Context: an optimization exercise on an open-source flow, tuned for small area, a short achievable clock period and few clock cycles per item. The choices shown serve that exercise and are no tape-out recipe. Only simulation tests tie the RTL to the original design; equivalence was not proved.

== try-indigo ==
==> flow/design.v <==
module DT(
	input			clk,
	input			reset,
	output	reg		done,
	output	reg		sti_rd,
	output		[9:0]	sti_addr,
	input		[15:0]	sti_di,
	output	reg		res_wr,
	output	reg		res_rd,
	output	reg	[13:0]	res_addr,
	output		[7:0]	res_do,
	input		[7:0]	res_di,
	output	reg		fw_finish
	);
function lt6;
	input [5:0] x, y;
	reg [5:0] gt, lt;
	integer i;
	begin
		lt6 = 1'b0;
		for (i = 0; i < 6; i = i + 1)
			lt6 = (~x[i] & y[i]) | (~(x[i] & ~y[i]) & lt6);
	end
endfunction
function [6:0] add7;
	input [6:0] x, y;
	reg [6:0] g, p, c;
	reg t;
	integer i, j, m;
	begin
		g = x & y;
		p = x ^ y;
		for (i = 0; i < 7; i = i + 1) begin
			c[i] = 1'b0;
			for (j = 0; j < i; j = j + 1) begin
				t = g[j];
				for (m = j + 1; m < i; m = m + 1)
					t = t & p[m];
				c[i] = c[i] | t;
			end
		end
		add7 = p ^ c;
	end
endfunction
function [9:0] inc10;
	input [9:0] x;
	reg t;
	integer i, m;
	begin
		for (i = 0; i < 10; i = i + 1) begin
			t = 1'b1;
			for (m = 0; m < i; m = m + 1)
				t = t & x[m];
			inc10[i] = x[i] ^ t;
		end
	end
endfunction
function [5:0] min6;
	input [5:0] x, y;
	min6 = lt6(x, y) ? x : y;
endfunction
function [3:0] lsb16;
	input [15:0] v;
	integer i;
	begin
		lsb16 = 4'd0;
		for (i = 15; i >= 0; i = i - 1)
			if (v[i]) lsb16 = i[3:0];
	end
endfunction
reg s_init, s_fdec, s_fra, s_frb, s_fw, s_fend;
reg s_bfind, s_bgo, s_bru, s_brv, s_bf, s_bl, s_bwn;
reg [5:0] do_r;		 
reg [5:0] a, b;		 
reg [9:0] wcnt;		 
reg [3:0] k;		 
reg xr;			 
reg fobj;		 
reg wv;			 
reg adj;		 
reg nc;			 
assign res_do = {2'b00, do_r};
assign sti_addr = wcnt ^ {10{fw_finish}};
wire [5:0] di = res_di[5:0];
wire [3:0] kn = k + (fw_finish ? 4'd1 : 4'd15);
wire xn = sti_di[kn];		 
wire [15:0] masked = sti_di & (16'hFFFF << k);
wire mz = (masked == 16'd0);
wire [3:0] f = lsb16(masked);
wire wend = (wcnt == 10'd1015);
wire flast = (res_addr == 14'd16382);
wire [5:0] min_adi = lt6(a, di) ? a : di;
wire [5:0] min_adi_p1 = min_adi + 6'd1;
wire [5:0] fm1 = do_r - 6'd1;
wire bwrite = lt6(a, fm1) || lt6(di, fm1);
wire fwr = (s_fdec & !fobj) | s_fw;		 
wire badv = (s_bgo & !adj) | (s_bl & !bwrite & !nc) | (s_bwn & !nc);	 
wire bnext = (s_bl & !bwrite & nc) | (s_bwn & nc);	 
wire [6:0] rsrc = s_bgo ? ~wcnt[9:3] : res_addr[13:7];
wire [6:0] csrc = s_bgo ? ~{wcnt[2:0], k} : res_addr[6:0];
wire r_up = (s_fdec & fobj) | s_brv | s_bl;
wire r_dn = s_fw | s_bf | (s_bgo & adj & !wv) | (s_fdec & !fobj & (res_addr[6:0] == 7'd127));
wire c_m1 = s_fw | s_bf | s_bru | s_bwn;
wire c_p1 = (s_fdec & !fobj) | s_fra | s_frb | (s_bgo & adj & !wv);
wire c_p2 = s_fdec & fobj & wv;
wire [6:0] rnext = add7(rsrc, r_up ? 7'h7f : {6'd0, r_dn});
wire [6:0] cnext = add7(csrc, c_m1 ? 7'h7f : {5'd0, c_p2, c_p1});
always @(posedge clk or negedge reset) begin
	if (!reset) begin
		s_init <= 1'b1;
		s_fdec <= 1'b0;
		s_fra <= 1'b0;
		s_frb <= 1'b0;
		s_fw <= 1'b0;
		s_fend <= 1'b0;
		s_bfind <= 1'b0;
		s_bgo <= 1'b0;
		s_bru <= 1'b0;
		s_brv <= 1'b0;
		s_bf <= 1'b0;
		s_bl <= 1'b0;
		s_bwn <= 1'b0;
		done <= 1'b0;
		fw_finish <= 1'b0;
		sti_rd <= 1'b0;
		res_wr <= 1'b0;
		res_rd <= 1'b0;
		res_addr <= 14'd16383;
		wcnt <= 10'd0;
		k <= 4'd15;
		xr <= 1'b0;
		fobj <= 1'b0;
		wv <= 1'b0;
	end else begin
		s_init <= 1'b0;
		s_fdec <= s_init | s_fw | (s_fdec & !fobj & !flast);
		s_fra <= s_fdec & fobj & !wv;
		s_frb <= s_fra;
		s_fw <= (s_fdec & fobj & wv) | s_frb;
		s_fend <= s_fdec & !fobj & flast;
		s_bfind <= s_fend | (s_bfind & mz & !wend) | badv;
		s_bgo <= s_bfind & !mz;
		s_bru <= s_bgo & adj & !wv;
		s_brv <= s_bru;
		s_bf <= (s_bgo & adj & wv) | s_brv | bnext;
		s_bl <= s_bf;
		s_bwn <= s_bl & bwrite;
		done <= done | (s_bfind & mz & wend);
		if (s_fend) fw_finish <= 1'b1;
		res_rd <= (s_fdec & fobj) | s_fra | s_frb | (s_bgo & adj) | s_bru | s_brv | s_bf | bnext;
		res_wr <= fwr | (s_bgo & !adj) | (s_bl & bwrite);
		res_addr <= (s_bl & bwrite) ? ~{wcnt, k} : {rnext, cnext};
		sti_rd <= s_init | (fwr & (k == 4'd1)) | s_fend | (s_bfind & mz & !wend) | (badv & (k == 4'd15));
		if (s_fend)
			wcnt <= 10'd8;
		else if ((fwr & (k == 4'd1)) | (s_bfind & mz & !wend) | (badv & (k == 4'd15)))
			wcnt <= inc10(wcnt);
		if (s_fend | (s_bfind & mz))
			k <= 4'd0;
		else if (s_bfind)
			k <= f;
		else if (fwr | (s_bgo & !adj) | (s_bl & !bwrite) | s_bwn)
			k <= kn;
		if (fwr) xr <= xn;
		if (s_fdec & !fobj) fobj <= xn & xr;
		else if (s_fw) fobj <= xn;
		if ((s_fdec & !fobj) | s_fend | (s_bgo & !adj)) wv <= 1'b0;
		else if (s_fw | s_bl) wv <= 1'b1;
	end
end
always @(posedge clk) begin
	if (s_fend | (s_bfind & mz)) adj <= 1'b0;
	else if (s_bfind) adj <= adj & (f == k);
	else if (s_bgo) adj <= 1'b1;
	if (s_bf) nc <= xn & (k != 4'd15);
	if (s_init) do_r <= 6'd0;
	else if (s_fdec & !fobj) do_r <= {5'd0, xr};
	else if (s_fw) do_r <= min_adi_p1;
	else if (s_bgo & !adj) do_r <= 6'd1;
	else if (s_bf) do_r <= di;
	else if (s_bl & bwrite) do_r <= min_adi_p1;
	if (s_fdec & fobj) a <= wv ? min6(a, do_r) : do_r;
	else if (s_fra | s_frb | s_brv) a <= min_adi;
	else if (s_fw | s_bl) a <= min6(b, di);
	else if (s_bru) a <= di;
	else if (s_bf) a <= min6(a, do_r);
	if (s_frb | s_fw | s_brv | s_bl) b <= di;
end
endmodule
==> flow/config.mk <==
export PLATFORM = sky130hd
export DESIGN_NAME = DT
export DESIGN_NICKNAME = DT
export VERILOG_FILES = /design/flow/design.v
export SDC_FILE = /design/flow/constraint.sdc
export NUM_CORES = 4
export LEC_CHECK = 0
export ABC_AREA = 1
export CAP_MARGIN = 0
export CORE_MARGIN = 2
export CORE_UTILIZATION = 55
export PLACE_DENSITY = 0.7
export SETUP_SLACK_MARGIN = 2.35
export SLEW_MARGIN = 0
==> flow/constraint.sdc <==
create_clock -name core_clock -period 5.0 [get_ports {clk}]
set_input_delay 1.0000 -clock core_clock [delete_from_list [all_inputs] [get_ports {clk}]]
set_output_delay 1.0000 -clock core_clock [all_outputs]
set_load 0.01 [all_outputs]
standard.sh (not shown) runs the stock make flow with config.mk's settings and CLKGATE_MAP_FILE= SYNTH_SCRIPT=/design/flow/synth_recipe.tcl, a recipe that flattens the netlist after the stock synthesis.
==> flow/flow/run.sh <==
#!/bin/bash
# Standard layout, with plain buffers (instead of delay cells) on the ports.
set -o pipefail
bash standard.sh "BUFFER_PORTS_ARGS=-buffer_cell sky130_fd_sc_hd__buf_1" finish > flow.log 2>&1
Testbench counts of try-indigo, summed over its fixed seeds: cycles 1,042,110, images 32.
Changes in try-amber relative to try-indigo:
- SLEW_MARGIN changed from 0 to 20
- CTS_CLUSTER_SIZE newly set to 30
- CAP_MARGIN changed from 0 to 20
- SETUP_SLACK_MARGIN changed from 2.35 to 2.3
--- outcome ---
- try-indigo and try-amber all finish clean.
- ~same worst hold slack in try-indigo and try-amber
- Compared with try-indigo, in try-amber worst setup slack after layout down 69 ps, final-layout clock buffer total down 1, via count of the first global-routing pass up 34.
- Compared with try-indigo, the router placed fewer vias in try-amber.
Setup changes, try-amber to try-umber
- SETUP_SLACK_MARGIN now 2.35, was 2.3
- CTS_CLUSTER_SIZE no longer set, was 30
Findings:
try-umber was carried through to the last stage, and its layout satisfied the timing, DRC and antenna checks. try-amber ended with every stage complete and zero timing, DRC or antenna violations. Transition time of the tightest slew-check pin in try-umber vs try-amber: up 70 ps. The global-route usage number comes out higher for try-umber vs try-amber. Looking at slowest cell on the critical path, the sky130_fd_sc_hd__dfstp_4 result is from try-umber; the sky130_fd_sc_hd__dfrtp_2 one comes from try-amber.
Input-level comparison between try-nickel and try-umber:
- changing SETUP_SLACK_MARGIN from 2.35 to 2.3
--- a/flow/flow/run.sh
+++ b/flow/flow/run.sh
@@ -2 +2,5 @@
-# Standard layout, with plain buffers (instead of delay cells) on the ports.
+# The standard layout with two changes:
+#  - synthesis maps the logic with flow/abc_area.script (an area-recovering
+#    ABC script) in place of ORFS's abc_area.script; everything else in
+#    synthesis is the standard one;
+#  - the ports get plain buffers instead of delay cells.
@@ -3,0 +8,4 @@
+rm -rf scripts_mod
+cp -r "$FLOW_HOME/scripts" scripts_mod
+cp flow/abc_area.script scripts_mod/abc_area.script
+bash standard.sh "SCRIPTS_DIR=$PWD/scripts_mod" synth > synth.log 2>&1 || exit 1
==> flow/flow/abc_area.script (new file) <==
strash
dch
map -a -B 0.9
topo
stime -c
buffer -c
upsize -c
dnsize -c
[summary]
On try-nickel: proportion of cell area occupied by registers is 0.72 points lower than what try-umber gave. try-nickel ended with more area growth from synthesis to final layout than try-umber. Minimum setup slack in the final design is higher on try-umber. try-nickel ended up with a higher data arrival time of the critical path than try-umber did. On post-layout minimum cycle time, try-nickel does worse than try-umber. Gate count of the mapped netlist (lower): try-nickel.

-- static timing again, ports no longer ideal --
Ports are ideal in the flow. The routed layouts listed here were re-timed in OpenROAD.
Step 1 (the two cells are an assumption about what drives the block):
set clk [get_ports {clk}]
set_driving_cell -lib_cell sky130_fd_sc_hd__clkbuf_16 $clk
set_driving_cell -lib_cell sky130_fd_sc_hd__buf_2 [delete_from_list [all_inputs] $clk]
Step 2 adds t to the input delays and takes it off the output delays; t is the mean of the earliest and latest rising clock arrival at the registers after step 1. Input paths then give back, and output paths get back, about the clock's delay inside the block.
Three values: ideal, step 1, step 2; two values: the first two.
run | t, ns | setup WS [ns] | worst hold slack (ns)
try-indigo | 0.391 | 2.487 / 2.487 / 2.110 | 0.390 / 0.390 / 0.390
try-amber | 0.380 | 2.418 / 2.418 / 2.098 | 0.387 / 0.387 / 0.387
try-umber | 0.391 | 2.487 / 2.487 / 2.110 | 0.390 / 0.390 / 0.390
try-nickel | 0.379 | 2.217 / 2.183 / 1.805 | 0.375 / 0.375 / 0.375
After both steps every run listed still meets setup and hold. For try-nickel, which loses most, drivers alone change the setup slack by -0.034 ns; drivers and shift together by -0.412 ns.
